What follows belongs to an exercise in optimizing a design on an open flow for small area, a short achievable clock period and few clock cycles; a production flow would make more cautious choices. Where RTL was checked, it was by simulation tests only, not by an equivalence proof against the original. Function not checked in runs 4 to 6: the RTL went through the layout flow alone. Power figures rest on the tool's default switching activity, not on a simulated workload.

==> flow/design.v <==
module projectCPU2022(
  clk,
  rst,
  wrEn,
  data_fromRAM,
  addr_toRAM,
  data_toRAM,
  PC,
  W
);
input clk, rst;
input wire [15:0] data_fromRAM;
output reg [15:0] data_toRAM;
output reg wrEn;
output reg [12:0] addr_toRAM;
output reg [12:0] PC;  
output reg [15:0] W;  
reg [12:0] PCNext;
reg [2:0] opcode, opcodeNext;
reg [12:0] operand, operandNext;
reg [15:0] num, numNext;
reg [2:0] state, stateNext;
reg [15:0] WNext;
always @(posedge clk)begin
	state    <= stateNext;
	PC       <= PCNext;
	opcode   <= opcodeNext;
	operand  <= operandNext;
	W        <= WNext;
	num      <= numNext;
end
always @*begin
	stateNext    = state;
	PCNext       = PC;
	opcodeNext   = opcode;
	operandNext  = operand;
	numNext      = num;
	WNext        = W;
	addr_toRAM   = 0;
	wrEn         = 0;
	data_toRAM   = 0;
if(rst)
	begin
	stateNext    = 0;
	PCNext       = 0;
	opcodeNext   = 0;
	operandNext  = 0;
	WNext        = 0;
	numNext      = 0;
	addr_toRAM   = 0;
	wrEn         = 0;
	data_toRAM   = 0;
	end
else 
	case(state)
		0: begin
			PCNext      = PC;
			opcodeNext  = opcode;
			operandNext = 0;
			addr_toRAM  = PC;
			numNext     = 0;
			WNext       = W;
			wrEn        = 0;
			data_toRAM  = 0;
			stateNext   = 1;
		end
		1: begin
			PCNext      = PC;
			opcodeNext  = data_fromRAM[15:13];
			operandNext = data_fromRAM[12:0];
			numNext     = num;
			WNext       = W;
			wrEn        = 0;
			addr_toRAM  = data_fromRAM[12:0];
			stateNext   = 3;
			if(operandNext == 0) begin
				addr_toRAM  = 4;
				stateNext   = 2;
			end
		end
		2: begin
			PCNext      = PC;
			opcodeNext  = opcode;
			operandNext = data_fromRAM;
			WNext       = W;
			addr_toRAM  = data_fromRAM;
			numNext     = 0;
			wrEn        = 0;
			data_toRAM  = 0;
			stateNext   = 3;
		end 
		3: begin
			PCNext      = PC;
			opcodeNext  = opcode;
			operandNext = operand;
			addr_toRAM  = operand;
			numNext     = 0;
			WNext       = W;
			wrEn        = 0;
			data_toRAM  = 0;
			if(opcodeNext == 3'b000) begin
				stateNext = 4;
			end
			if(opcodeNext == 3'b001) begin
				stateNext = 4;
			end
			if(opcodeNext == 3'b010) begin
				stateNext = 4;
			end
			if(opcodeNext == 3'b011) begin
				stateNext = 4;
			end
			if(opcodeNext == 3'b100) begin
				stateNext = 4;
			end
			if(opcodeNext == 3'b101) begin
				stateNext = 4;
			end
			if(opcodeNext == 3'b110) begin
				stateNext = 4;
			end
			if(opcodeNext == 3'b111) begin
				stateNext = 4;
			end	
		end
		4: begin
			PCNext       = PC + 1;
			opcodeNext   = opcode;
			operandNext  = operand;
			addr_toRAM   = operand;
			numNext      = data_fromRAM;
			wrEn         = 1;
			WNext        = W;
			if(opcode == 3'b000) begin
				wrEn      = 0;
				WNext     = W + data_fromRAM;
				stateNext = 0;
			end
			if(opcode == 3'b001) begin
				wrEn      = 0;
				WNext     = ~(W | data_fromRAM);
				stateNext = 0;
			end
			if(opcode == 3'b010) begin
				wrEn      = 0;
				stateNext = 0;
				if(data_fromRAM < 16) begin
					WNext = W >> data_fromRAM;
				end
				else begin
					WNext = W << data_fromRAM[3:0];
				end
			end 
			if(opcode == 3'b011) begin
				wrEn        = 0;
				stateNext   = 0;
				if(data_fromRAM < 16) begin
					WNext = (W >> data_fromRAM) | (W << (16-data_fromRAM));
				end
				else begin
					WNext = (W << data_fromRAM[3:0]) | (W >> (16-data_fromRAM[3:0]));
				end
			end
			if(opcode == 3'b100) begin
				wrEn      = 0;
				stateNext = 0;
				if(W < data_fromRAM) begin
					WNext  = 16'hFFFF; 
				end
				else if (W == data_fromRAM) begin
					WNext  = 16'h0000;
				end
				else begin
					WNext  = 16'h0001;
				end
			end
			if(opcode == 3'b101) begin
				stateNext = 0;
				if(data_fromRAM == 0) begin
					wrEn   = 0;
					PCNext = W;
				end
				else begin
					wrEn   = 0;
					PCNext = PC + 1;
				end
			end
			if(opcode == 3'b110) begin
				wrEn      = 0;
				stateNext = 0;
				WNext     = data_fromRAM;
			end
			if(opcode == 3'b111) begin
				data_toRAM = W;
				stateNext  = 0;
			end
		end
		default: begin
			stateNext    = 0;
			PCNext       = 0;
			opcodeNext   = 0;
			operandNext  = 0;
			WNext        = 0;
			numNext      = 0;
			addr_toRAM   = 0;
			wrEn         = 0; 
			data_toRAM   = 0;
		end
	endcase
end
endmodule
==> flow/run.sh <==
#!/bin/bash
# synth_recipe.tcl (not shown) runs the flow's synth.tcl, then flattens the netlist and writes it again
# the make line also repeats each setting of config.mk as NAME=value (left out here)
make -C /OpenROAD-flow-scripts/flow DESIGN_CONFIG=/design/flow/config.mk WORK_HOME=/design/flow/orfs CLKGATE_MAP_FILE= SYNTH_SCRIPT=/design/flow/synth_recipe.tcl finish
==> flow/config.mk <==
export PLATFORM = sky130hd
export DESIGN_NAME = projectCPU2022
export DESIGN_NICKNAME = projectCPU2022
export VERILOG_FILES = /design/flow/design.v
export SDC_FILE = /design/flow/constraint.sdc
export NUM_CORES = 4
export LEC_CHECK = 0
export CAP_MARGIN = 20
export CORE_MARGIN = 2
export CORE_UTILIZATION = 40
export SLEW_MARGIN = 20
==> flow/constraint.sdc <==
create_clock -name core_clock -period 5.0 [get_ports {clk}]
set_input_delay 1.0000 -clock core_clock [delete_from_list [all_inputs] [get_ports {clk}]]
set_output_delay 1.0000 -clock core_clock [all_outputs]
set_load 0.01 [all_outputs]
==> metrics.md, run 1 <==
| Metric | Value |
|---|---|
| Status | timing/DRC/antenna clean |
| Main combinational cell family by area after synthesis | compound AO/OA/AOI/OAI gates |
| Fraction of the cycle the final worst path needs | between 90% and 100% |
| Number of global-route vias before repair | just under 8k |
| Top_reg_cell synth | dfxtp_1 |
| Post-Syn Instances | approximately 1.1k |
| Synth Area in Adders | approximately 8.7% |
| Xor/xnor share of the synthesized area | 2.01% |
| Clock slew at reported path FFs | ~0.070 ns |
| Max Buffers Root-to-Sink | 2 |
| Max H-tree Level | 2 |
| Starting density of the core | between 40% and 50% |
| First-pass GRT wire length | ~48,000 microns |
| Minimum clock period | 4.72 ns |
| Final wirelength | between 30,000 and 40,000 microns |
| Clock Tree Root | clkbuf_16 |
| FP Rows | slightly below 50 |
| Hold Fails Final Rpt | 0 |
| Clock latency on the worst-skew pair | ~0.3 ns |
| Finished Layout Cells | 1,323 |
| Sequential area share after synthesis | approximately an eighth |
| Yosys warning count | 1 |
| Data required time of the critical path | roughly 4.0 ns |
| Die Y | between 100 and 150 microns |
| Final Util | 47.2% |
| RSZ-0062 raised after global routing | false |
| Fraction of layout cells with a size suffix above 1 | approximately 10% |
| CP dominant cell by count | nor2_1 |
| Register bit total from synthesis | 48 |
| WL met3 | 2700 microns |
| Grt total ovfl | 0 |
| Post-Syn Area | roughly 7400 sq um |
| Relative slew slack | 41.7% |
| DP Area | around 8300 sq um |
| HPWL Detailed | ~23,000 microns |
| Setup crit end | addr_toRAM[6] |
| Chip width | 140 microns |
| Pre-CTS WS | roughly 0.21 ns |
| ANT cells | 0 |
| Antenna violations before repair | 0 |
| Highest routed layer | met4 |
| R2r setup slk | approximately 1.5 ns |
| Max-Cap Viols | 0 |
| Largest net degree at the start of global routing | 47 |
| Initial DRC Count | ~850 |
| Slack of the critical path | between 0.2 and 0.3 ns |
| Final setup fails | 0 |
| Synth Area in Compound Gates | between 20 and 30% |
| R2r startpoint | W[1] |
| GR Util All Layers | 31.6% |
| WL met2 | approximately 14,000 microns |
| Core Area | between 15,000 and 20,000 sq um |
| Post-synth cell types | 76 |
| CP max-delay cell | nor2_1 |
| Total Neg Setup Slack | 0 ns |
| Slowest cell delay on critical path | 0.59 ns |
| Syn_area_per_cell | about 7 sq um |
| Syn_nets | approximately 1.1k |
| Clock skew | roughly 0.0053 ns |
| Drt pass-1 iters | 9 |
| Cts bufs inserted | 5 |
| CTS tree | built |
| Area leader, netlist | dfxtp_1 |
| Multiplexer share of the synthesized area | ~15% |
| Most frequent cells in the layout | nor2_1 (142), nand2_1 (115), a21oi_1 (90), clkdlybuf4s50_1 (73), ha_1 (50) |
| Top-area cell type share of the netlist area | roughly an eighth |
| Worst hold margin | 0.519 ns |
| Commonest non-fill, non-tap cell in the layout | nor2_1 |
| Port bufs | 76 |
| Worst path arrival time | roughly 3.7 ns |
| Max FO, Critical Path | 11 |
| Final Instance Area | roughly 8500 sq um |
| Residual DRC | 0 |
| Origin of the worst setup path | data_fromRAM[1] |
| Max VDD drop | between 0.0001 and 0.00015 V |
| Pwr dens | between 150 and 200 nW/um^2 |
| CP cell instances | clkdlybuf4s50_1 > inv_2 > ha_1 > nand4_1 > a21oi_1 > nor2_1 > a22oi_1 > a21oi_1 > nor2_1 > nor2_1 > clkdlybuf4s50_1 |
| Vias per inst | around 6.4 |
| EDFF count, synth | 0 |
| Routability cong. | around 1.0 |
| Final Max Tran Viols | 0 |
| Placed cell count | about 1.3k |
| Fmax | 212 MHz |
| Ranking of synthesized cells by area | dfxtp_1 (13%), ha_1 (8.5%), nor2_1 (7.2%) |
| Reg2Reg Depth | 11 |
| Wirelength per Cell | between 20 and 25 microns |
| RR Endpoint | W[14] |
| Hold WC Path Type | reg -> reg |
| Worst-margin pin slew | between 0.8 and 0.9 ns |
| Met1 Wirelength | between 10,000 and 15,000 microns |
| Simple-gate share of the synthesized area | 24.5% |
| CTS Hold Bufs | 0 |
| # IOs | a little under 80 |
| Clock sinks | 48 |
| WS Path Type | in -> out |
| Post-synth ARST share | 0% |
| Vias | around 8.5k |
| Die Area | a little under 20,000 sq um |
| CP Launch Type | input port |
| Critical Path End Type | output pin |
| Post-route ant nets | 0 |
| Leakage | 3.21 nW |
| Synthesis-to-finish area growth | 15.3% |
| Design Power | approximately 1.4 mW |
| Net count, final | 1,162 |
-- worst min-delay path by stage --
stage                start          end  slack (ns)  cells after the start
4_1_cts         operand[2]   operand[2]        0.53                      2
5_1_grt        operand[11]  operand[11]        0.56                      2
3_3_place_gp   operand[12]  operand[12]        0.50                      2
3_5_place_dp    operand[0]   operand[0]        0.51                      2
2_1_floorplan  operand[12]  operand[12]        0.48                      2
6_report        operand[2]   operand[2]        0.52                      2
-- state kept, by name (all words and copies together), names as in the netlist --
name,count
W,16
PC,13
operand,13
opcode,3
state,3
-- cell usage after synthesis (19+ instances only) --
cell,instances
a21oi_1,90
a22oi_1,28
and2_1,26
clkbuf_1,50
dfxtp_1,48
ha_1,50
inv_1,44
mux2_2,21
mux2i_1,41
nand2_1,115
nand3_1,26
nor2_1,142
nor3_1,26
o211ai_1,19
o21ai_0,48
o21ai_1,19
-- metal layers --
layer	up-vias	GRT usage, %
li1	3925	-
met1	4108	42.3
met2	413	51.0
met3	84	6.09
met4	0	10.9
met5	-	0
-- report_power, final --
part	total (mW)	switching (mW)	internal, mW
Clock	0.418	0.167	0.251
Combinational	0.529	0.339	0.191
Sequential	0.414	0.0193	0.395
Total	1.36	0.525	0.837
-- area by class of cell --
cell class	count	area, sq um
Fill cell	1844	9550
Multi-Input combinational cell	873	5880
Timing Repair Buffer	115	1040
Sequential cell	48	961
Tap cell	229	287
Inverter	50	188
Clock buffer	6	139
Clock inverter	2	38.8
-- cell families (layout without fill, tap and decap cells) --
family | after synthesis | in the layout
compound gates | 327 | 327
buf+inv | 137 | 173
flops | 48 | 48
simple gates | 396 | 396
xor+xnor | 14 | 14
mux | 85 | 85
fa+ha+maj | 51 | 51
-- critical path, delay by kind of cell --
| family | cells | cell delay (ns) |
|---|---|---|
| buffers and inverters | 3 | 1.09 |
| and+or+nand+nor | 4 | 0.87 |
| AOI/OAI and AO/OA | 3 | 0.50 |
| adders and majority gates | 1 | 0.27 |
-- what timing repair did --
item | CTS | global route
setup endpoints to repair | 0 | 4
gates resized for setup | 0 | 1
setup buffers | 0 | 0
Testbench counts, summed over its fixed seeds: cycles 95,127.
==> run 2, diff against run 1 <==
==> flow/design.v (replaced) <==
module projectCPU2022(
  clk,
  rst,
  wrEn,
  data_fromRAM,
  addr_toRAM,
  data_toRAM,
  PC,
  W
);
input clk, rst;
input wire [15:0] data_fromRAM;
output reg [15:0] data_toRAM;
output reg wrEn;
output reg [12:0] addr_toRAM;
output reg [12:0] PC;
output reg [15:0] W;
localparam [1:0] S_FETCH = 2'd0,   
                 S_DEC   = 2'd1,   
                 S_IND   = 2'd2,   
                 S_EXE   = 2'd3;   
reg [1:0]  state, stateNext;
reg [2:0]  opcode, opcodeNext;
reg [12:0] PCNext;
reg [15:0] WNext;
wire [15:0] D      = data_fromRAM;
wire [12:0] PCinc  = PC + 13'd1;
wire        opd0   = (D[12:0] == 13'd0);
wire        isST   = (opcode == 3'd7);
wire        left   = |D[15:4];
wire [3:0]  k      = D[3:0];
wire [3:0]  r      = left ? (4'd0 - k) : k;
wire [31:0] WW     = {W, W};
wire [15:0] rot    = WW >> r;
wire [15:0] mask   = left ? (16'hFFFF << k) : (16'hFFFF >> k);
reg [15:0] alu;
always @* begin
  case (opcode)
    3'd0: alu = W + D;
    3'd1: alu = ~(W | D);
    3'd2: alu = rot & mask;
    3'd3: alu = rot;
    3'd4: alu = (W < D) ? 16'hFFFF : ((W == D) ? 16'h0000 : 16'h0001);
    3'd6: alu = D;
    default: alu = W;
  endcase
end
always @(posedge clk) begin
  state  <= stateNext;
  opcode <= opcodeNext;
  PC     <= PCNext;
  W      <= WNext;
end
always @* begin
  stateNext  = state;
  opcodeNext = opcode;
  PCNext     = PC;
  WNext      = W;
  addr_toRAM = PC;
  wrEn       = 1'b0;
  data_toRAM = W;
  if (rst) begin
    stateNext  = S_FETCH;
    opcodeNext = 3'd0;
    PCNext     = 13'd0;
    WNext      = 16'd0;
  end else begin
    case (state)
      S_FETCH: begin
        addr_toRAM = PC;
        stateNext  = S_DEC;
      end
      S_DEC: begin
        opcodeNext = D[15:13];
        if (opd0) begin
          addr_toRAM = 13'd4;
          stateNext  = S_IND;
        end else begin
          addr_toRAM = D[12:0];
          if (D[15:13] == 3'd7) begin
            wrEn      = 1'b1;
            PCNext    = PCinc;
            stateNext = S_FETCH;
          end else begin
            stateNext = S_EXE;
          end
        end
      end
      S_IND: begin
        addr_toRAM = D[12:0];
        if (isST) begin
          wrEn      = 1'b1;
          PCNext    = PCinc;
          stateNext = S_FETCH;
        end else begin
          stateNext = S_EXE;
        end
      end
      S_EXE: begin
        WNext = alu;
        if (opcode == 3'd5 && D == 16'd0)
          PCNext = W[12:0];
        else
          PCNext = PCinc;
        addr_toRAM = PCNext;
        stateNext  = S_DEC;
      end
    endcase
  end
end
endmodule
--- a/flow/config.mk
+++ b/flow/config.mk
@@ -9,3 +9,4 @@
 export CORE_MARGIN = 2
 export CORE_UTILIZATION = 40
+export SETUP_SLACK_MARGIN = 2.3
 export SLEW_MARGIN = 20
==> run 2 against run 1 <==
Net effect:
- final area down 7.8%
- first-iteration DRC count is 27% lower
- count of clock-buffer cells in the layout stayed put
- non-clock buffer count rose by 54
- hold slack better by 0.055 ns
- via count shrank 25%
- synthesized area down 27%
- largest power group unchanged
- highest routed layer unchanged
==> metrics.md, run 2 <==
| Metric | Value |
|---|---|
| Status | timing/DRC/antenna clean |
| Data required time of the critical path | 4.00 ns (about the same) |
| Post-Syn Instances | 757 (-28%) |
| Largest net degree at the start of global routing | 37 (-21%) |
| Yosys warning count | 1 (unchanged) |
| Origin of the worst setup path | data_fromRAM[6] |
| Vias | 6,385 (-25%) |
| Critical Path End Type | output pin |
| Chip width | 120 microns (-14%) |
| Post-synth ARST share | 0% (unchanged) |
| Antenna violations before repair | 0 (unchanged) |
| Fmax | 251 MHz (+19%) |
| First-pass GRT wire length | 34,500 microns (-28%) |
| Residual DRC | 0 (unchanged) |
| Setup crit end | addr_toRAM[2] |
| # IOs | 77 (unchanged) |
| ANT cells | 0 (unchanged) |
| Top-area cell type share of the netlist area | 13.5% (+0.47 points) |
| Max-Cap Viols | 0 (unchanged) |
| Hold WC Path Type | reg -> reg |
| Syn_nets | 834 (-26%) |
| Minimum clock period | 3.98 ns (-0.741 ns) |
| Slowest cell delay on critical path | 0.52 ns (-0.07 ns) |
| Pwr dens | 245 nW/um^2 (+54%) |
| Clock slew at reported path FFs | 0.06 ns (about the same) |
| Area leader, netlist | ha_1 |
| Post-Syn Area | 5390 sq um (-27%) |
| Fraction of the cycle the final worst path needs | 79.7% (-15 points) |
| Sequential area share after synthesis | 12.6% (-0.37 points) |
| R2r startpoint | W[9] |
| Final setup fails | 0 (unchanged) |
| FP Rows | 42 (-14%) |
| Core Area | 13,200 sq um (-27%) |
| Clock skew | 0.00343 ns (-0.00186 ns) |
| Port bufs | 76 (unchanged) |
| Final wirelength | 22,600 microns (-29%) |
| Top_reg_cell synth | dfxtp_1 |
| CP Launch Type | input port |
| Net count, final | 940 (-19%) |
| WS Path Type | in -> out |
| RSZ-0062 raised after global routing | true |
| Leakage | 3.07 nW (-4.3%) |
| Worst-margin pin slew | 1.15 ns (+0.277 ns) |
| Routability cong. | 0.948 (-6.2%) |
| RR Endpoint | W[12] |
| Wirelength per Cell | 21.7 microns (-9.3%) |
| Cts bufs inserted | 5 (unchanged) |
| Final Max Tran Viols | 0 (unchanged) |
| Largest Register | W |
| Post-route ant nets | 0 (unchanged) |
| Die Y | 120 microns (-14%) |
| CTS tree | built |
| Vias per inst | 6.14 (-4.8%) |
| Number of global-route vias before repair | 5,898 (-25%) |
| Relative slew slack | 22.5% (-19 points) |
| GR Util All Layers | 30.7% (-0.88 points) |
| Die Area | 14,400 sq um (-26%) |
| Synthesis-to-finish area growth | 45.8% |
| Starting density of the core | 40.9% (about the same) |
| Final Instance Area | 7860 sq um (-7.8%) |
| Worst path arrival time | 2.98 ns (-0.74 ns) |
| Max Buffers Root-to-Sink | 2 (unchanged) |
| Cell with the most instances after synthesis | nor2_1 |
| Fraction of layout cells with a size suffix above 1 | 30.6% (+20 points) |
| CP cell instances | buf_8 > nor4_4 > nand4_1 > or4_4 > buf_4 > buf_16 > nand3_2 > o211ai_1 > a31oi_1 > buf_2 |
| DP Area | 6460 sq um (-23%) |
| HPWL Detailed | 15,100 microns (-34%) |
| Most frequent cells in the layout | nor2_1 (81), buf_4 (67), nand2_1 (52), ha_1 (49), a21oi_1 (47) |
| Max reg flops | 16 (unchanged) |
| Clock sinks | 34 (-29%) |
| Grt total ovfl | 0 (unchanged) |
| Initial DRC Count | 623 (-27%) |
| Max H-tree Level | 2 (unchanged) |
| Clock Tree Root | clkbuf_16 |
| Total Neg Setup Slack | 0 ns (unchanged) |
| Commonest non-fill, non-tap cell in the layout | nor2_1 |
| Post-synth cell types | 67 (-12%) |
| Max FO, Critical Path | 7 (-4) |
| Register bit total from synthesis | 34 (-29%) |
| Syn_area_per_cell | 7.13 sq um (+1.9%) |
| Clock latency on the worst-skew pair | 0.30 ns (about the same) |
| Synth cell count leaders | nor2_1 (88), a21oi_1 (70), nand2_1 (59), ha_1 (58), o21ai_0 (54) |
| Drt pass-1 iters | 5 (-4) |
| Hold Fails Final Rpt | 0 (unchanged) |
| Max VDD drop | 0.000122 V (-13%) |
| Ranking of synthesized cells by area | ha_1 (13%), dfxtp_1 (13%), mux2i_1 (8.2%) |
| R2r setup slk | 1.94 ns (+0.44 ns) |
| CP max-delay cell | or4_4 |
| Hold path start | PC[11] |
| CTS Hold Bufs | 0 (unchanged) |
| Reg2Reg Depth | 11 (unchanged) |
| EDFF count, synth | 0 (unchanged) |
| Largest registers | W x16, PC x13, opcode x3 |
## run 2: changes by cell type in the layout (fill, tap and decap cells not counted), moves of 15 or more
cell	change
mux2_2	-18
nor2_1	-61
dfxtp_1	-15
a21oi_2	+23
buf_4	+28
nand2_1	-63
a21oi_1	-43
clkdlybuf4s50_1	-27
nor3_1	-17
buf_2	+16
a22oi_1	-21
and2_1	-21
## run 2: cells by family after synthesis
logic type                 after synthesis  synth area share (%)
muxes                                   52                  10.9
and+or+nand+nor                        238                  20.8
buffers and inverters                  119                  10.2
AOI/OAI and AO/OA                      237                  28.8
xor gates and xnor gates                18                  2.92
adders and majority gates               59                  13.8
DFF                                     34                  12.6
## run 2: critical path: cells and delay by family
kind                   cells  cell delay [ns]
AOI/OAI and AO/OA          2             0.32
buffers and inverters      4             0.60
and+or+nand+nor            4             1.07
## run 2: what timing repair did
action | in CTS | in global routing
pin swaps | 29 | 27
setup endpoints to repair | 43 | 45
gates cloned | 7 | 1
hold endpoints to repair | 0 | 0
resized for setup | 193 | 68
setup buffers | 41 | 12
## run 2: worst min-delay path by stage
stage | end | slack, ns | cells past startpoint
global route | PC[11] | 0.62 | 2
floorplan | PC[11] | 0.56 | 2
detailed placement | PC[11] | 0.56 | 2
global placement | PC[11] | 0.55 | 2
finish | PC[11] | 0.57 | 2
CTS | PC[11] | 0.57 | 2
## run 2: cell type report
class	count	area, sq um
Fill cell	1179	5330
Multi-Input combinational cell	604	4880
Timing Repair Buffer	169	1670
Sequential cell	34	682
Tap cell	176	220
Inverter	49	208
Clock buffer	6	139
Clock inverter	2	60.1
## run 2: metrics by stage
stage / setup slack (ns) / hold WS [ns] / std cells / util [%] / power (mW)
final: 1.02 / 0.574 / 1040 / 59.6 / 1.93
after global routing: 0.899 / 0.617 / 1040 / 59.6 / 2.02
after CTS: 1.03 / 0.573 / 1027 / 56.7 / 1.84
after detailed placement: 0.175 / 0.564 / 971 / 49.0 / 1.32
after global placement: 0.240 / 0.550 / 971 / 49.0 / 1.31
after floorplan: 1.28 / 0.559 / 757 / - / 0.992
## run 2: layer usage
| layer | global-route usage [%] | vias to the layer above | share of wire, % |
|---|---|---|---|
| li1 | - | 2940 | - |
| met1 | 44.2 | 3097 | 44 |
| met2 | 47.5 | 307 | 46 |
| met5 | 0 | - | 0 |
| met4 | 8.90 | 0 | 2.4 |
| met3 | 4.13 | 41 | 7.6 |
## run 2: power breakdown
part	internal [mW]	switching, mW
logic	0.479	0.620
registers	0.300	0.0819
clock network	0.300	0.148
total	1.08	0.850
Testbench counts of run 2, summed over its fixed seeds: cycles 48,579.
==> run 3, diff against run 2 <==
--- a/flow/config.mk
+++ b/flow/config.mk
@@ -9,4 +9,3 @@
 export CORE_MARGIN = 2
 export CORE_UTILIZATION = 40
-export SETUP_SLACK_MARGIN = 2.3
 export SLEW_MARGIN = 20
==> run 3 against run 2 <==
Net effect:
- final area fell by 18%
- synthesized cell count unchanged
- sequential power about the same
- setup slack got worse by 0.86 ns
- register-to-register slack got worse by 0.28 ns
- wire length decreased by 9.8%
- hold slack barely moved
==> metrics.md, run 3 <==
| Metric | Value |
|---|---|
| CTS Hold Bufs | 0 (unchanged) |
| Leakage | 2.53 nW (-18%) |
| Pwr dens | 250 nW/um^2 (+1.9%) |
| Clock share of power | 19.6% (-3.6 points) |
| Clock skew | 0.00611 ns (+0.00268 ns) |
| Initial DRC Count | 496 (-20%) |
| Reg2Reg Depth | 11 (unchanged) |
| Final Util | 48.8% (-11 points) |
| Core Area | 13,200 sq um (unchanged) |
| Total Neg Setup Slack | 0 ns (unchanged) |
| Chip width | 120 microns (unchanged) |
| Syn_area_per_cell | 7.13 sq um (unchanged) |
| Vias per inst | 6.08 (-1.0%) |
| Register bit total from synthesis | 34 (unchanged) |
| EDFF count, synth | 0 (unchanged) |
| WS Path Type | in -> out |
| Status | timing/DRC/antenna clean |
| Combinational group share of total power | 56.6% (-0.4 points) |
| Number of global-route vias before repair | 5,763 (-2.3%) |
| Starting density of the core | 40.9% (unchanged) |
| Fraction of layout cells with a size suffix above 1 | 7.68% (-23 points) |
| Grt total ovfl | 0 (unchanged) |
| Yosys warning count | 1 (unchanged) |
| First-pass GRT wire length | 31,500 microns (-8.9%) |
| Final Max Tran Viols | 0 (unchanged) |
| Max VDD drop | 0.000114 V (-7.2%) |
| Max reg flops | 16 (unchanged) |
| Worst-margin pin slew | 0.925 ns (-0.225 ns) |
| Largest net degree at the start of global routing | 37 (unchanged) |
| Synth cell count leaders | nor2_1 (88), a21oi_1 (70), nand2_1 (59), ha_1 (58), o21ai_0 (54) |
| CP Launch Type | input port |
| Post-Syn Instances | 757 (unchanged) |
| Worst path arrival time | 3.85 ns (+0.87 ns) |
| Port bufs | 76 (unchanged) |
| Residual DRC | 0 (unchanged) |
| Routability cong. | 0.943 (-0.49%) |
| RSZ-0062 raised after global routing | false |
| Hold Path Stages | 2 (unchanged) |
| Cell with the most instances after synthesis | nor2_1 |
| Switching part of the total | 45.3% (+1.3 points) |
| Post-synth ARST share | 0% (unchanged) |
| Relative slew slack | 38.3% (+16 points) |
| Die Y | 120 microns (unchanged) |
| Vias | 5,974 (-6.4%) |
| Fraction of the cycle the final worst path needs | 96.9% (+17 points) |
| WL met2 | 9790 microns (-5.9%) |
| Max FO, Critical Path | 6 (-1) |
| Worst hold margin | 0.574 ns (+0.000373 ns) |
| Clock slew at reported path FFs | 0.06 ns (about the same) |
| Fmax | 206 MHz (-18%) |
| Top-area cell type share of the netlist area | 13.5% (unchanged) |
| GR Util All Layers | 28.0% (-2.7 points) |
| Commonest non-fill, non-tap cell in the layout | nor2_1 |
| WL met3 | 1420 microns (-18%) |
| Largest Register | W |
| Synthesis-to-finish area growth | 19.3% |
| Most frequent cells in the layout | nor2_1 (88), clkdlybuf4s50_1 (76), a21oi_1 (70), nand2_1 (59), ha_1 (58) |
| Data required time of the critical path | 4.00 ns (about the same) |
| Cts bufs inserted | 5 (unchanged) |
| Ranking of synthesized cells by area | ha_1 (13%), dfxtp_1 (13%), mux2i_1 (8.2%) |
| Largest registers | W x16, PC x13, opcode x3 |
| # IOs | 77 (unchanged) |
| HPWL Detailed | 15,000 microns (-0.65%) |
| # fillers | 1,333 (+13%) |
| Post-Syn Area | 5390 sq um (unchanged) |
| Pre-CTS WS | 0.129 ns (-0.0458 ns) |
| Hold Fails Final Rpt | 0 (unchanged) |
| Area leader, netlist | ha_1 |
| Highest routed layer | met4 |
| Post-synth cell types | 67 (unchanged) |
| Top_reg_cell synth | dfxtp_1 |
| Antenna violations before repair | 0 (unchanged) |
| Reg power frac | 23.7% (+3.9 points) |
| Die Area | 14,400 sq um (unchanged) |
| CTS tree | built |
| Clock Tree Root | clkbuf_16 |
| Final wirelength | 20,400 microns (-9.8%) |
| Final setup fails | 0 (unchanged) |
| Met1 Wirelength | 8550 microns (-14%) |
| Max H-tree Level | 2 (unchanged) |
| Net count, final | 884 (-6.0%) |
| Slack of the critical path | 0.154 ns (-0.862 ns) |
| Syn_nets | 834 (unchanged) |
| Minimum clock period | 4.85 ns (+0.862 ns) |
| Clock sinks | 34 (unchanged) |
| Post-route ant nets | 0 (unchanged) |
| Max-Cap Viols | 0 (unchanged) |
| FP Rows | 42 (unchanged) |
| ANT cells | 0 (unchanged) |
| Drt pass-1 iters | 6 (+1) |
| Sequential area share after synthesis | 12.6% (unchanged) |
| Hold WC Path Type | reg -> reg |
| Psw | 0.730 mW (-14%) |
| Clock latency on the worst-skew pair | 0.30 ns (about the same) |
| Power Internal | 0.881 mW (-18%) |
| Wirelength per Cell | 20.7 microns (-4.6%) |
| Critical Path End Type | output pin |
| Max Buffers Root-to-Sink | 2 (unchanged) |
[run 3: cell counts after synthesis]
No cell type changed its count.
[run 3: power by group through the flow]
stage / registers (mW) / clock network, mW / logic [mW]
floorplan: 0.358 / 0 / 0.585
global placement: 0.385 / 0 / 0.887
detailed placement: 0.386 / 0 / 0.896
CTS: 0.380 / 0.319 / 0.904
global route: 0.387 / 0.330 / 0.989
finish: 0.382 / 0.316 / 0.912
[run 3: logic make-up after synthesis]
family / Yosys count / synth area share (%)
adder cells (fa/ha/maj): 59 / 13.8
flip-flops: 34 / 12.6
AND/OR/NAND/NOR: 238 / 20.8
AO/OA/AOI/OAI: 237 / 28.8
multiplexers: 52 / 10.9
XOR/XNOR: 18 / 2.92
buffers and inverters: 119 / 10.2
[run 3: final timing paths]
kind / to / slack (ns) / from
worst max-delay path: addr_toRAM[0] / 0.15 / data_fromRAM[6]
worst min-delay path: PC[11] / 0.57 / PC[11]
worst max register to register: W[0] / 1.66 / W[3]
worst min register to register: PC[11] / 0.57 / PC[11]
[run 3: metal layers]
layer  global-route usage (%)  vias up
met4                     10.6        0
met5                        0        -
met1                     34.9     2843
met2                     48.0      269
met3                     5.04       44
li1                         -     2818
[run 3: metrics by stage]
| stage | std cells | area (sq um) | total power [mW] |
|---|---|---|---|
| final | 983 | 6440 | 1.61 |
| after global routing | 983 | 6440 | 1.71 |
| after CTS | 983 | 6440 | 1.60 |
| after detailed placement | 976 | 6300 | 1.28 |
| after global placement | 976 | 6300 | 1.27 |
| after floorplan | 757 | 5390 | 0.944 |
[run 3: layout make-up]
cell class                      instances  area, sq um  share of cell area, %
Multi-Input combinational cell        604         4170                   64.8
Timing Repair Buffer                  113         1050                   16.3
Sequential cell                        34          681                   10.6
Tap cell                              176          220                   3.42
Inverter                               49          184                   2.86
Clock buffer                            7          133                   2.06
[run 3: worst max-delay path: stages]
cell and delay (ns):
clkdlybuf4s50_1 0.46, nor4_4 0.38, nand4_1 0.17, or4_1 0.61, buf_4 0.20, nor2_4 0.09
nand2_1 0.08, nand2_1 0.10, nand2_1 0.05, o31ai_1 0.10, clkdlybuf4s50_1 0.60
[run 3: what timing repair did]
| item | in CTS | in global routing |
|---|---|---|
| setup buffers | 0 | 0 |
| gates resized for setup | 0 | 1 |
| endpoints found under the setup margin | 0 | 1 |
==> run 4, diff against run 3 <==
==> flow/design.v (replaced) <==
module projectCPU2022(
  clk,
  rst,
  wrEn,
  data_fromRAM,
  addr_toRAM,
  data_toRAM,
  PC,
  W
);
input clk, rst;
input wire [15:0] data_fromRAM;
output reg [15:0] data_toRAM;
output reg wrEn;
output reg [12:0] addr_toRAM;
output reg [12:0] PC;
output reg [15:0] W;
localparam [2:0] S_FET = 3'd0,   
                 S_DEC = 3'd1,   
                 S_PTR = 3'd2,   
                 S_IND = 3'd3,   
                 S_EXE = 3'd4,   
                 S_WR  = 3'd5;   
reg [2:0]  state;
reg [2:0]  opcode;
reg [15:0] M;         
reg        exe;       
wire [15:0] D     = data_fromRAM;
wire [12:0] PCinc = PC + 13'd1;
wire        opd0  = (D[12:0] == 13'd0);
wire        left  = |M[15:4];
wire [3:0]  k     = M[3:0];
wire [3:0]  r     = left ? (4'd0 - k) : k;
wire [31:0] WW    = {W, W};
wire [15:0] rot   = WW >> r;
wire [15:0] mask  = left ? (16'hFFFF << k) : (16'hFFFF >> k);
reg [15:0] alu;
always @* begin
  case (opcode)
    3'd0: alu = W + M;
    3'd1: alu = ~(W | M);
    3'd2: alu = rot & mask;
    3'd3: alu = rot;
    3'd4: alu = (W < M) ? 16'hFFFF : ((W == M) ? 16'h0000 : 16'h0001);
    default: alu = M;
  endcase
end
always @* begin
  case (state)
    S_DEC, S_IND: addr_toRAM = D[12:0];
    S_PTR:        addr_toRAM = 13'd4;
    S_EXE:        addr_toRAM = PCinc;
    S_WR:         addr_toRAM = M[12:0];
    default:      addr_toRAM = PC;
  endcase
  wrEn       = (state == S_WR);
  data_toRAM = W;
end
always @(posedge clk)
  M <= D;
always @(posedge clk) begin
  if (rst) begin
    state <= S_FET;
    PC    <= 13'd0;
    W     <= 16'd0;
    exe   <= 1'b0;
  end else begin
    exe <= 1'b0;
    if (exe)
      W <= alu;
    case (state)
      S_FET: state <= S_DEC;
      S_DEC: begin
        opcode <= D[15:13];
        if (opd0)
          state <= S_PTR;
        else if (D[15:13] == 3'd7)
          state <= S_WR;
        else
          state <= S_EXE;
      end
      S_PTR: state <= S_IND;
      S_IND: begin
        if (opcode == 3'd7)
          state <= S_WR;
        else
          state <= S_EXE;
      end
      S_EXE: begin
        exe <= (opcode != 3'd5);
        if (opcode == 3'd5 && D == 16'd0) begin
          PC    <= W[12:0];
          state <= S_FET;
        end else begin
          PC    <= PCinc;
          state <= S_DEC;
        end
      end
      S_WR: begin
        PC    <= PCinc;
        state <= S_FET;
      end
      default: state <= S_FET;
    endcase
  end
end
endmodule
==> run 4 against run 3 <==
Net effect:
- still clean on timing, DRC and antenna
- combinational power is 58% lower
- core utilization is 1.7 points lower
- global-route usage is 2.1 points lower
- clock power is 32% higher
- register-to-register slack worse by 0.28 ns
- hold slack worse by 0.049 ns
- non-clock buffer count is 22 lower
- count of clock-buffer cells in the layout is 2 lower
- via count is 1.8% higher
- wire length is 0.79% higher
- synthesized area is 7.8% higher
- critical path type is now reg -> out
- critical endpoint is now addr_toRAM[10]
- largest power group is now sequential cells
==> metrics.md, run 4 <==
| Metric | Value |
|---|---|
| Design Power | 1.26 mW (-21%) |
| Reg2Reg Depth | 9 (-2) |
| Final Max Tran Viols | 0 (unchanged) |
| Grt met2 use | 42.7% (-5.3 points) |
| Post-route ant nets | 0 (unchanged) |
| Port bufs | 76 (unchanged) |
| Vias per inst | 6.04 (-0.59%) |
| Clock Tree Root | clkbuf_16 |
| Post-synth cell types | 61 (-9.0%) |
| Yosys warning count | 1 (unchanged) |
| Residual DRC | 0 (unchanged) |
| Register bit total from synthesis | 52 (+53%) |
| RSZ-0062 raised after global routing | false |
| Sequential area share after synthesis | 18.4% (+5.8 points) |
| FP Rows | 44 (+4.8%) |
| Final setup fails | 0 (unchanged) |
| GR Util met1 | 33.3% (-1.5 points) |
| Global routing met3 resource utilization | 4.85% (-0.18 points) |
| Hold Fails Final Rpt | 0 (unchanged) |
| Die Y | 125 microns (+3.7%) |
| Core Area | 14,400 sq um (+8.9%) |
| RR Endpoint | W[14] |
| Post-CTS Resized | 0 (unchanged) |
| Hold WC Path Type | reg -> reg |
| CTS tree | built |
| Number of global-route vias before repair | 5,848 (+1.5%) |
| Syn_nets | 862 (+3.4%) |
| Max Buffers Root-to-Sink | 2 (unchanged) |
| DP Area | 6610 sq um (+4.8%) |
| Post-CTS Setup Bufs | 0 (unchanged) |
| Data required time of the critical path | 4.00 ns (about the same) |
| Commonest non-fill, non-tap cell in the layout | nor2_1 |
| Psw | 0.430 mW (-41%) |
| Relative slew slack | 30.3% (-8.1 points) |
| Final Util | 47.1% (-1.7 points) |
| Wirelength per Cell | 20.4 microns (-1.6%) |
| Synthesis-to-finish area growth | 16.5% |
| Grt total ovfl | 0 (unchanged) |
| Fmax | 248 MHz (+20%) |
| Clock skew | 0.0123 ns (+0.00615 ns) |
| Syn_area_per_cell | 7.35 sq um (+3.1%) |
| Top-area cell type share of the netlist area | 16.9% (+3.4 points) |
| Max-Cap Viols | 0 (unchanged) |
| First-pass GRT wire length | 32,300 microns (+2.7%) |
| Critical Path End Type | output pin |
| EDFF count, synth | 3 (+3) |
| Minimum clock period | 4.04 ns (-0.808 ns) |
| Critical path buffers and inverters | 1 (-2) |
| GR Util All Layers | 25.9% (-2.1 points) |
| Worst-margin pin slew | 1.04 ns (+0.116 ns) |
| Largest net degree at the start of global routing | 38 (+2.7%) |
| Cell with the most instances after synthesis | nor2_1 |
| Die Area | 15,500 sq um (+7.5%) |
| Post-Syn Area | 5810 sq um (+7.8%) |
| Post-Syn Instances | 791 (+4.5%) |
| CP max-delay cell | clkdlybuf4s50_1 |
| Slowest cell delay on critical path | 0.54 ns (-0.07 ns) |
| Ranking of synthesized cells by area | dfxtp_1 (17%), ha_1 (11%), mux2i_1 (8.4%) |
| Net count, final | 893 (+1.0%) |
| HPWL Detailed | 15,700 microns (+4.6%) |
| Largest registers | M x16, W x16, PC x13 |
| ANT cells | 0 (unchanged) |
| Fraction of the cycle the final worst path needs | 80.8% (-16 points) |
| Max FO, Critical Path | 9 (+3) |
| Max VDD drop | 0.000191 V (+68%) |
| Pwr dens | 187 nW/um^2 (-25%) |
| Combinational group share of total power | 30.0% (-27 points) |
| Origin of the worst setup path | PC[0] |
| Reg power frac | 37.0% (+13 points) |
| Drt pass-1 iters | 7 (+1) |
| R2r setup slk | 1.38 ns (-0.28 ns) |
| Synth cell count leaders | nor2_1 (83), nand2_1 (72), a21oi_1 (69), o21ai_0 (67), ha_1 (52) |
| Vias | 6,084 (+1.8%) |
| Cts bufs inserted | 5 (unchanged) |
| Chip width | 125 microns (+3.7%) |
| Clock latency on the worst-skew pair | 0.32 ns (+0.02 ns) |
| Status | timing/DRC/antenna clean |
| Power Internal | 0.834 mW (-5.3%) |
| WS Path Type | reg -> out |
| R2r startpoint | M[3] |
| Post-synth ARST share | 0% (unchanged) |
| Max H-tree Level | 2 (unchanged) |
| WP depth | 9 (-2) |
| Switching part of the total | 34.0% (-11 points) |
| CTS Hold Bufs | 0 (unchanged) |
| Clock slew at reported path FFs | 0.07 ns (about the same) |
| Layer with the highest usage | met2 |
| Routability cong. | 0.957 (+1.5%) |
| CP cell instances | ha_1 > and3_1 > nand3_1 > nor2_1 > nand3_1 > mux2i_1 > a21oi_1 > nor2_1 > clkdlybuf4s50_1 |
| Clock sinks | 52 (+53%) |
| Clock share of power | 32.9% (+13 points) |
| Final Instance Area | 6770 sq um (+5.2%) |
| Delay-heaviest family, CP | simple AND/OR/NAND/NOR gates |
| Initial DRC Count | 482 (-2.8%) |
| Setup crit end | addr_toRAM[10] |
| Leakage | 2.62 nW (+3.3%) |
| Area leader, netlist | dfxtp_1 |
| Starting density of the core | 40.5% (-0.44 points) |
| Antenna violations before repair | 0 (unchanged) |
| # IOs | 77 (unchanged) |
| Total Neg Setup Slack | 0 ns (unchanged) |
| Most frequent cells in the layout | nor2_1 (82), clkdlybuf4s50_1 (76), nand2_1 (72), a21oi_1 (69), o21ai_0 (67) |
| Final wirelength | 20,600 microns (+0.79%) |
| Worst path arrival time | 3.04 ns (-0.81 ns) |
| Fraction of layout cells with a size suffix above 1 | 5.71% (-2.0 points) |
| CP Launch Type | flip-flop |
| Top_reg_cell synth | dfxtp_1 |
==> run 4: cell types whose count changed after synthesis, moves of 6 or more <==
cell,previous run,this run
nand2_1,59,72
nand2b_1,11,1
o22ai_1,2,10
o211ai_1,7,13
mux2_2,3,11
dfxtp_1,34,49
a211oi_1,12,23
ha_1,58,52
a2bb2oi_1,7,1
o21ai_0,54,67
a221oi_1,16,9
==> run 4: layout make-up <==
class / instances / area, sq um
repair buffers: 91 / 873
fillers: 1435 / 7590
well taps: 184 / 230
multi-input cells: 624 / 4250
clock inverters: 3 / 42.5
clock buffers: 5 / 125
flip-flops and latches: 52 / 1070
inverters: 48 / 180
==> run 4: layer usage <==
metal,wire [microns],vias up
met3,1500,41
met1,8830,2835
met4,719,0
met5,0,-
li1,-,2927
met2,9510,281
==> run 4: how the worst min path moves through the flow <==
stage / startpoint / depth (start not counted) / to / slack (ns)
after floorplan: PC[12] / 2 / PC[12] / 0.51
after CTS: PC[12] / 2 / PC[12] / 0.53
final: PC[12] / 2 / PC[12] / 0.53
after global placement: PC[12] / 2 / PC[12] / 0.52
after global routing: PC[12] / 2 / PC[12] / 0.54
after detailed placement: PC[12] / 2 / PC[12] / 0.52
==> run 4: stage by stage <==
stage          std cells  setup slack [ns]  hold slack (ns)
4_1_cts             1007             0.940            0.533
5_1_grt             1007             0.771            0.537
2_1_floorplan        791              1.53            0.512
6_report            1007             0.962            0.525
3_5_place_dp         999              1.20            0.524
3_3_place_gp         999              1.21            0.523
==> run 4: worst min-delay path, delay by kind of cell, from the launching register on <==
family             cells  cell delay [ns]
and+or+nand+nor        1             0.07
AOI/OAI and AO/OA      1             0.06
DFF                    1             0.35
==> run 4: logic make-up after synthesis <==
family | synth area share (%)
adder cells (fa/ha/maj) | 11.5
buffers and inverters | 8.57
AO/OA/AOI/OAI | 28.4
XOR/XNOR | 2.54
flip-flops | 18.4
AND/OR/NAND/NOR | 17.7
multiplexers | 12.8
==> run 4: power by group through the flow <==
stage / sequential, mW / combinational (mW) / clock, mW
after floorplan: 0.461 / 0.251 / 0
after global placement: 0.477 / 0.376 / 0
after detailed placement: 0.478 / 0.375 / 0
after CTS: 0.468 / 0.377 / 0.425
after global routing: 0.472 / 0.413 / 0.439
final: 0.469 / 0.380 / 0.416
==> run 5, diff against run 4 <==
--- a/flow/design.v
+++ b/flow/design.v
@@ -29,26 +29,53 @@
 wire [12:0] PCinc = PC + 13'd1;
 wire        opd0  = (D[12:0] == 13'd0);
+wire        sub   = (opcode == 3'd4);
+wire        isADD = (opcode == 3'd0);
+wire        isNOR = (opcode == 3'd1);
+wire        isSRL = (opcode == 3'd2);
+wire        isRRL = (opcode == 3'd3);
+wire        isLD  = (opcode == 3'd6);
+wire [15:0] p = W ^ M;
+wire [15:0] g = W & M;
+reg  [15:0] G, P;
+integer j, s;
+always @* begin
+  G = g; P = p;
+  G[0] = g[0] | (p[0] & sub);
+  for (s = 1; s < 16; s = s * 2)
+    for (j = 2 * s - 1; j < 16; j = j + 2 * s) begin
+      G[j] = G[j] | (P[j] & G[j - s]);
+      P[j] = P[j] & P[j - s];
+    end
+  for (s = 4; s >= 1; s = s / 2)
+    for (j = 3 * s - 1; j < 16; j = j + 2 * s) begin
+      G[j] = G[j] | (P[j] & G[j - s]);
+      P[j] = P[j] & P[j - s];
+    end
+end
+wire [15:0] sum = p ^ {G[14:0], sub};
+wire        lt  = ~G[15];        
+wire        eq  = &p;            
 wire        left  = |M[15:4];
 wire [3:0]  k     = M[3:0];
-wire [3:0]  r     = left ? (4'd0 - k) : k;
-wire [31:0] WW    = {W, W};
-wire [15:0] rot   = WW >> r;
-wire [15:0] mask  = left ? (16'hFFFF << k) : (16'hFFFF >> k);
-reg [15:0] alu;
-always @* begin
-  case (opcode)
-    3'd0: alu = W + M;
-    3'd1: alu = ~(W | M);
-    3'd2: alu = rot & mask;
-    3'd3: alu = rot;
-    3'd4: alu = (W < M) ? 16'hFFFF : ((W == M) ? 16'h0000 : 16'h0001);
-    default: alu = M;
-  endcase
-end
+wire        fill  = isRRL;
+reg  [15:0] Wrev, frev;
+integer q;
+always @* for (q = 0; q < 16; q = q + 1) Wrev[q] = W[15 - q];
+wire [15:0] x0 = left ? Wrev : W;
+wire [15:0] x1 = k[0] ? {x0[0]   & fill,       x0[15:1]} : x0;
+wire [15:0] x2 = k[1] ? {x1[1:0] & {2{fill}},  x1[15:2]} : x1;
+wire [15:0] x3 = k[2] ? {x2[3:0] & {4{fill}},  x2[15:4]} : x2;
+wire [15:0] x4 = k[3] ? {x3[7:0] & {8{fill}},  x3[15:8]} : x3;
+always @* for (q = 0; q < 16; q = q + 1) frev[q] = x4[15 - q];
+wire [15:0] shres = left ? frev : x4;
+wire        isSH  = isSRL | isRRL;
+wire [15:0] cmpres = {{15{lt}}, ~eq};
+wire [15:0] alu = ({16{isADD}} & sum) | ({16{sub}} & cmpres) | ({16{isNOR}} & ~(W | M)) |
+                  ({16{isSH}} & shres) | ({16{isLD}} & M);
 always @* begin
   case (state)
     S_DEC, S_IND: addr_toRAM = D[12:0];
+    S_EXE, S_FET: addr_toRAM = PC;
     S_PTR:        addr_toRAM = 13'd4;
-    S_EXE:        addr_toRAM = PCinc;
     S_WR:         addr_toRAM = M[12:0];
     default:      addr_toRAM = PC;
@@ -58,5 +85,5 @@
 end
 always @(posedge clk)
-  M <= D;
+  M <= D ^ {16{state == S_EXE && opcode == 3'd4}};
 always @(posedge clk) begin
   if (rst) begin
@@ -73,4 +100,6 @@
       S_DEC: begin
         opcode <= D[15:13];
+        if (D[15:13] != 3'd7)
+          PC <= PCinc;
         if (opd0)
           state <= S_PTR;
@@ -81,10 +110,5 @@
       end
       S_PTR: state <= S_IND;
-      S_IND: begin
-        if (opcode == 3'd7)
-          state <= S_WR;
-        else
-          state <= S_EXE;
-      end
+      S_IND: state <= (opcode == 3'd7) ? S_WR : S_EXE;
       S_EXE: begin
         exe <= (opcode != 3'd5);
@@ -93,5 +117,4 @@
           state <= S_FET;
         end else begin
-          PC    <= PCinc;
           state <= S_DEC;
         end
--- a/flow/config.mk
+++ b/flow/config.mk
@@ -6,6 +6,8 @@
 export NUM_CORES = 4
 export LEC_CHECK = 0
+export ABC_AREA = 1
 export CAP_MARGIN = 20
 export CORE_MARGIN = 2
 export CORE_UTILIZATION = 40
+export SETUP_SLACK_MARGIN = 2.0
 export SLEW_MARGIN = 20
==> run 5 against run 4 <==
Net effect:
- setup slack gained 1.0 ns
- register-to-register slack better by 0.59 ns
- sequential power grew 2%
- hold slack got worse by 0.0095 ns
- wire length fell by 1.3%
- die area fell by 12%
==> metrics.md, run 5 <==
| Metric | Value |
|---|---|
| Status | timing/DRC/antenna clean |
| Clock skew | 0.0103 ns (-0.00198 ns) |
| Initial DRC Count | 594 (+23%) |
| Pwr dens | 202 nW/um^2 (+8.3%) |
| Reg power frac | 38.4% (+1.4 points) |
| Max Buffers Root-to-Sink | 2 (unchanged) |
| Pre-CTS WS | 1.30 ns (+0.103 ns) |
| Max-Cap Viols | 0 (unchanged) |
| ANT cells | 0 (unchanged) |
| Highest routed layer | met4 |
| First-pass GRT wire length | 30,900 microns (-4.4%) |
| FP Rows | 41 (-6.8%) |
| Post-route ant nets | 0 (unchanged) |
| Worst-margin pin slew | 0.915 ns (-0.126 ns) |
| CTS tree | built |
| Syn_area_per_cell | 6.51 sq um (-11%) |
| Antenna violations before repair | 0 (unchanged) |
| Leakage | 2.66 nW (+1.7%) |
| Data required time of the critical path | 5.20 ns (+1.20 ns) |
| Grt total ovfl | 0 (unchanged) |
| Final wirelength | 20,300 microns (-1.3%) |
| Cell with the most instances after synthesis | nand3_1 |
| Hold Fails Final Rpt | 0 (unchanged) |
| Post-synth cell types | 44 (-28%) |
| EDFF count, synth | 3 (unchanged) |
| Clock slew at reported path FFs | 0.08 ns (about the same) |
| Area leader, netlist | nand3_1 |
| Routability cong. | 0.961 (+0.36%) |
| Total Neg Setup Slack | 0 ns (unchanged) |
| Combinational group share of total power | 32.0% (+2.0 points) |
| Clock sinks | 52 (unchanged) |
| Fraction of the cycle the final worst path needs | 60.6% (-20 points) |
| GR Util All Layers | 30.0% (+4.1 points) |
| Final Max Tran Viols | 0 (unchanged) |
| Residual DRC | 0 (unchanged) |
| Worst path arrival time | 3.23 ns (+0.19 ns) |
| Switching part of the total | 37.5% (+3.4 points) |
| Starting density of the core | 40.6% (+0.14 points) |
| Post-synth ARST share | 0% (unchanged) |
| Post-Syn Area | 5080 sq um (-13%) |
| Ranking of synthesized cells by area | nand3_1 (21%), dfxtp_1 (19%), nand2_1 (10%) |
| Top-area cell type share of the netlist area | 21.2% (+4.3 points) |
| Max VDD drop | 0.000144 V (-25%) |
| Die Y | 117 microns (-6.3%) |
| Commonest non-fill, non-tap cell in the layout | nand3_1 |
| Port bufs | 76 (unchanged) |
| Die Area | 13,600 sq um (-12%) |
| Vias | 5,897 (-3.1%) |
| Vias per inst | 5.89 (-2.6%) |
| Wirelength per Cell | 20.2 microns (-0.81%) |
| Post-Syn Instances | 781 (-1.3%) |
| Core Area | 12,500 sq um (-13%) |
| Largest net degree at the start of global routing | 39 (+2.6%) |
| Synth cell count leaders | nand3_1 (215), nand2_1 (136), inv_1 (64), dfxtp_1 (49), nor2_1 (46) |
| Register bit total from synthesis | 52 (unchanged) |
| Cts bufs inserted | 5 (unchanged) |
| WS Path Type | reg -> reg |
| Reg2Reg Depth | 14 (+5) |
| Max H-tree Level | 2 (unchanged) |
| # IOs | 77 (unchanged) |
| Fraction of layout cells with a size suffix above 1 | 9.16% (+3.4 points) |
| Relative slew slack | 38.7% (+8.4 points) |
| WL met3 | 1330 microns (-11%) |
| Critical Path End Type | flip-flop |
| Final Util | 49.3% (+2.2 points) |
| Number of global-route vias before repair | 5,412 (-7.5%) |
| Hold Path Stages | 2 (unchanged) |
| Syn_nets | 839 (-2.7%) |
| Power Internal | 0.780 mW (-6.5%) |
| Final setup fails | 0 (unchanged) |
| Net count, final | 887 (-0.67%) |
| HPWL Detailed | 15,100 microns (-3.9%) |
| WL met2 | 9260 microns (-2.6%) |
| Sequential area share after synthesis | 21.1% (+2.7 points) |
| CTS Hold Bufs | 0 (unchanged) |
| CP Launch Type | flip-flop |
| Synthesis-to-finish area growth | 21.4% |
| Slack of the critical path | 1.97 ns (+1.01 ns) |
| Top_reg_cell synth | dfxtp_1 |
| Max FO, Critical Path | 3 (-6) |
| Drt pass-1 iters | 5 (-2) |
| Met1 Wirelength | 8880 microns (+0.59%) |
| Clock share of power | 29.6% (-3.3 points) |
| Clock latency on the worst-skew pair | 0.32 ns (about the same) |
| Psw | 0.467 mW (+8.6%) |
| Clock Tree Root | clkbuf_16 |
| Largest registers | M x16, W x16, PC x13 |
| Minimum clock period | 3.03 ns (-1.01 ns) |
| Fmax | 330 MHz (+33%) |
| Most frequent cells in the layout | nand3_1 (213), nand2_1 (132), inv_1 (62), clkdlybuf4s50_1 (54), dfxtp_1 (46) |
| # fillers | 1,351 (-5.9%) |
| Chip width | 117 microns (-6.3%) |
| Hold WC Path Type | reg -> reg |
| RSZ-0062 raised after global routing | true |
| Yosys warning count | 1 (unchanged) |
## run 5: changes by cell type in the layout (fill, tap and decap cells not counted), sizes merged, moves of 30 or more
cell	delta
mux2i	-49
nor2	-33
nand3	+203
nand2	+67
o21ai	-30
a21oi	-30
## run 5: area by class of cell
| type | count | area [sq um] | share of cell area (%) |
|---|---|---|---|
| inverter | 69 | 262 | 4.24 |
| tap | 172 | 215 | 3.49 |
| clock buffer | 5 | 125 | 2.03 |
| timing repair buffer | 94 | 855 | 13.8 |
| multi-input combinational | 607 | 3620 | 58.7 |
| sequential | 52 | 1080 | 17.5 |
| clock inverter | 3 | 17.5 | 0.284 |
## run 5: repair_timing
action / CTS / global route
pin swaps: 3 / 2
setup endpoints to repair: 42 / 27
setup buffers: 6 / 2
resized for setup: 54 / 19
gates cloned: 0 / 3
## run 5: per-stage QoR
step	instance area, sq um	hold slack [ns]	power (mW)	std cells
after floorplan	5080	0.496	0.710	781
after global placement	5820	0.510	0.866	983
after detailed placement	5820	0.511	0.868	983
after CTS	6090	0.520	1.23	997
after global routing	6170	0.549	1.30	1002
final	6170	0.516	1.25	1002
## run 5: power by group through the flow
stage                     Sequential (mW)  Clock (mW)  Combinational (mW)
after floorplan                     0.480           0               0.230
after detailed placement            0.492           0               0.376
final                               0.479       0.369               0.399
after global routing                0.483       0.380               0.437
after CTS                           0.479       0.368               0.385
after global placement              0.492           0               0.374
## run 5: worst max-delay path: stages, from the launching register on
cell and delay [ns]:
edfxtp_1 0.44, nor3_4 0.24, fa_2 0.22, inv_2 0.03
fa_2 0.32, nand3b_1 0.16, nand2_1 0.09, nand2_1 0.05
o211ai_1 0.20, a31oi_1 0.17, fa_1 0.49, nor4_1 0.04
a221o_1 0.27, nor2_1 0.11, a21oi_1 0.08
## run 5: cells by family after synthesis
| kind of cell | synth area share (%) |
|---|---|
| XOR/XNOR | 4.31 |
| buffers and inverters | 11.4 |
| AO/OA/AOI/OAI | 13.4 |
| AND/OR/NAND/NOR | 38.6 |
| flip-flops | 21.1 |
| adder cells (fa/ha/maj) | 11.2 |
## run 5: per-layer routing
layer  global-route usage (%)  vias to the layer above
met3                     4.36                       58
met1                     40.8                     2790
met5                        0                        -
met2                     48.4                      279
li1                         -                     2770
met4                     11.0                        0
## run 5: path summary, 6_finish.rpt
path                                start  slack (ns)    end
worst max-delay path            opcode[1]        1.97  W[10]
worst min-delay path                PC[1]        0.52  PC[1]
worst max register to register  opcode[1]        1.97  W[10]
worst min register to register      PC[1]        0.52  PC[1]
==> run 6, diff against run 5 <==
--- a/flow/config.mk
+++ b/flow/config.mk
@@ -10,4 +10,4 @@
 export CORE_MARGIN = 2
 export CORE_UTILIZATION = 40
-export SETUP_SLACK_MARGIN = 2.0
+export SETUP_SLACK_MARGIN = 2.4
 export SLEW_MARGIN = 20
==> run 6 against run 5 <==
Net effect:
- first-iteration DRC count is 9.4% lower
- final area is 5.9% higher
- global-route usage is 0.24 points higher
- total power is 0.76% higher
- sequential share of layout area is 0.82 points lower
- synthesized area stayed put
- hold slack better by 0.035 ns
- critical path depth is 4 higher
==> metrics.md, run 6 <==
| Metric | Value |
|---|---|
| GR Util All Layers | 30.2% (+0.24 points) |
| Max Buffers Root-to-Sink | 2 (unchanged) |
| Worst path arrival time | 3.19 ns (-0.04 ns) |
| Pwr dens | 192 nW/um^2 (-4.9%) |
| First-pass GRT wire length | 31,300 microns (+1.4%) |
| Wirelength per Cell | 19.9 microns (-1.5%) |
| Final setup fails | 0 (unchanged) |
| Slowest cell delay on critical path | 0.44 ns (-0.05 ns) |
| Final Max Tran Viols | 0 (unchanged) |
| Post-synth ARST share | 0% (unchanged) |
| Largest registers | M x16, W x16, PC x13 |
| Register bit total from synthesis | 52 (unchanged) |
| Leakage | 2.77 nW (+4.1%) |
| Relative slew slack | 37.1% (-1.6 points) |
| Final wirelength | 20,400 microns (+0.80%) |
| Chip width | 117 microns (unchanged) |
| Sequential area share after synthesis | 21.1% (unchanged) |
| Top_reg_cell synth | dfxtp_1 |
| Total Neg Setup Slack | 0 ns (unchanged) |
| Routability cong. | 0.921 (-4.1%) |
| Top-area cell type share of the netlist area | 21.2% (unchanged) |
| HPWL Detailed | 14,400 microns (-4.7%) |
| Yosys warning count | 1 (unchanged) |
| Die Area | 13,600 sq um (unchanged) |
| Post-synth cell types | 44 (unchanged) |
| Syn_nets | 839 (unchanged) |
| Commonest non-fill, non-tap cell in the layout | nand3_1 |
| Most frequent cells in the layout | nand3_1 (209), nand2_1 (130), inv_1 (52), clkdlybuf4s50_1 (46), dfxtp_1 (42) |
| Post-Syn Area | 5080 sq um (unchanged) |
| Net count, final | 910 (+2.6%) |
| Clock latency on the worst-skew pair | 0.30 ns (-0.02 ns) |
| # fillers | 1,291 (-4.4%) |
| Worst-margin pin slew | 0.936 ns (+0.0214 ns) |
| Antenna violations before repair | 0 (unchanged) |
| DP Area | 5830 sq um (+0.13%) |
| Syn_area_per_cell | 6.51 sq um (unchanged) |
| ANT cells | 0 (unchanged) |
| Clock sinks | 52 (unchanged) |
| Synthesis-to-finish area growth | 28.6% |
| Data required time of the critical path | 5.19 ns (about the same) |
| CP max-delay cell | edfxtp_1 |
| Status | timing/DRC/antenna clean |
| Die Y | 117 microns (unchanged) |
| Max H-tree Level | 2 (unchanged) |
| Max FO, Critical Path | 2 (-1) |
| Largest net degree at the start of global routing | 39 (unchanged) |
| Residual DRC | 0 (unchanged) |
| Register area | 1090 sq um (+0.93%) |
| Synth cell count leaders | nand3_1 (215), nand2_1 (136), inv_1 (64), dfxtp_1 (49), nor2_1 (46) |
| Post-route ant nets | 0 (unchanged) |
| Clock Tree Root | clkbuf_16 |
| Cell with the most instances after synthesis | nand3_1 |
| R2r setup slk | 2.00 ns (+0.03 ns) |
| Placed cell count | 981 (-0.20%) |
| Slack of the critical path | 2.00 ns (+0.0279 ns) |
| Port bufs | 76 (unchanged) |
| Initial DRC Count | 538 (-9.4%) |
| Final Instance Area | 6540 sq um (+5.9%) |
| WS Path Type | reg -> reg |
| CP Launch Type | flip-flop |
| CP cell instances | nor3_4 > fa_2 > inv_2 > fa_2 > nand3b_1 > nand2_1 > nand2_1 > o211ai_1 > buf_4 > nand2_2 > nand2_2 > nand3_2 > nand2_2 > fa_2 > nand2_1 > nand3_1 > nor2_1 > a21oi_1 |
| Cts bufs inserted | 5 (unchanged) |
| CTS tree | built |
| Post-Syn Instances | 781 (unchanged) |
| Fmax | 333 MHz (+0.93%) |
| CTS Hold Bufs | 0 (unchanged) |
| Max-Cap Viols | 0 (unchanged) |
| Clock skew | 0.0118 ns (+0.00156 ns) |
| Grt total ovfl | 0 (unchanged) |
| Finished Layout Cells | 1,025 (+2.3%) |
| Fraction of the cycle the final worst path needs | 60.1% (-0.56 points) |
| Pre-CTS WS | 1.26 ns (-0.0452 ns) |
| Number of global-route vias before repair | 5,630 (+4.0%) |
| Hold Fails Final Rpt | 0 (unchanged) |
| Multi-input logic area | 3850 sq um (+6.4%) |
| Starting density of the core | 40.6% (unchanged) |
| Max VDD drop | 0.000130 V (-9.4%) |
| Vias per inst | 5.91 (+0.41%) |
| EDFF count, synth | 3 (unchanged) |
| # IOs | 77 (unchanged) |
| FP Rows | 41 (unchanged) |
| Drt pass-1 iters | 5 (unchanged) |
| Ranking of synthesized cells by area | nand3_1 (21%), dfxtp_1 (19%), nand2_1 (10%) |
| Minimum clock period | 3.00 ns (-0.0279 ns) |
| Final Util | 52.2% (+2.9 points) |
| RSZ-0062 raised after global routing | true |
| Hold WC Path Type | reg -> reg |
| Core Area | 12,500 sq um (unchanged) |
| Fraction of layout cells with a size suffix above 1 | 18.8% (+9.6 points) |
| Clock slew at reported path FFs | 0.07 ns (about the same) |
| Critical Path End Type | flip-flop |
| Vias | 6,057 (+2.7%) |
| Area leader, netlist | nand3_1 |
run 6: cell counts after synthesis:
Identical to the previous run, type by type.
run 6: critical path, delay by kind of cell, from the launching register on:
kind / cells / cell delay [ns]
AND/OR/NAND/NOR: 11 / 1.08
adder cells (fa/ha/maj): 3 / 0.98
flip-flops: 1 / 0.44
buffers and inverters: 2 / 0.21
AO/OA/AOI/OAI: 2 / 0.18
run 6: what timing repair did:
item / 4_1_cts / 5_1_grt
gates resized for setup: 147 / 72
setup buffers: 13 / 15
pin swaps: 27 / 29
hold endpoints to repair: 0 / 0
cloned: 5 / 3
endpoints found under the setup margin: 43 / 44
run 6: final timing paths:
kind                            startpoint  endpoint  cells after the start
worst min register to register      PC[10]    PC[10]                      2
worst max-delay path             opcode[1]     W[14]                     18
worst max register to register   opcode[1]     W[14]                     18
worst min-delay path                PC[10]    PC[10]                      2
run 6: report_power, final:
group	total (mW)	internal, mW	switching, mW	leakage (nW)
Sequential	0.483	0.441	0.0421	0.435
Combinational	0.423	0.163	0.260	2.27
Clock	0.350	0.188	0.163	0.0681
Total	1.26	0.792	0.465	2.77
run 6: cell type report:
| cell class | count | share of cell area [%] |
|---|---|---|
| clock buffers | 7 | 2.03 |
| multi-input cells | 611 | 59.0 |
| clock inverters | 1 | 0.134 |
| repair inverters | 1 | 0.115 |
| repair buffers | 112 | 14.4 |
| flip-flops and latches | 52 | 16.6 |
| well taps | 172 | 3.29 |
| inverters | 69 | 4.40 |
run 6: kinds of logic (layout without fill, tap and decap cells):
kind of cell,Yosys count,in the layout,share of synthesized area (%)
buf+inv,125,190,11.4
compound gates,113,114,13.4
flops,52,52,21.1
fa+ha+maj,40,40,11.2
simple gates,426,432,38.6
xor+xnor,25,25,4.31
run 6: metrics by stage:
stage | hold slack, ns | power [mW]
after floorplan | 0.496 | 0.712
after global placement | 0.537 | 0.862
after global routing | 0.581 | 1.32
after detailed placement | 0.543 | 0.862
after CTS | 0.525 | 1.23
final | 0.551 | 1.26
run 6: per-layer routing:
layer	vias up	routed length [microns]	GRT usage [%]
met5	-	0	0
met4	0	983	13.5
met3	61	1110	3.22
met2	256	9900	50.5
met1	2907	8450	39.5
li1	2833	-	-

==> static timing again, ports no longer ideal <==
The results above use ideal ports. As a check the final layouts listed here were re-extracted and re-timed, cells and wires unchanged.
Step 1 assumes that a clkbuf_16 drives the clock port and a buf_2 every other input.
Step 2 adds t to the input delays and takes it off the output delays; t is the mean of the earliest and latest rising clock arrival at the registers after step 1. Input paths then give back, and output paths get back, about the clock's delay inside the block.
Slacks: ideal ports / drivers / drivers and shift; pairs: ideal ports / drivers.
run	t (ns)	setup slack, ns	hold WS [ns]
run 1	0.335	0.275 / 0.251 / 0.251	0.519 / 0.519 / 0.519
run 2	0.340	1.016 / 0.972 / 0.972	0.574 / 0.574 / 0.574
run 3	0.340	0.154 / 0.132 / 0.132	0.574 / 0.574 / 0.574
run 4	0.348	0.962 / 0.923 / 1.139	0.525 / 0.525 / 0.525
run 5	0.350	1.969 / 1.969 / 1.838	0.516 / 0.516 / 0.516
run 6	0.334	1.997 / 1.997 / 1.997	0.551 / 0.551 / 0.551
After both steps every run listed still meets setup and hold. The setup slack of run 5, which loses most, moves by 0.000 ns with the drivers and by -0.131 ns with both steps.
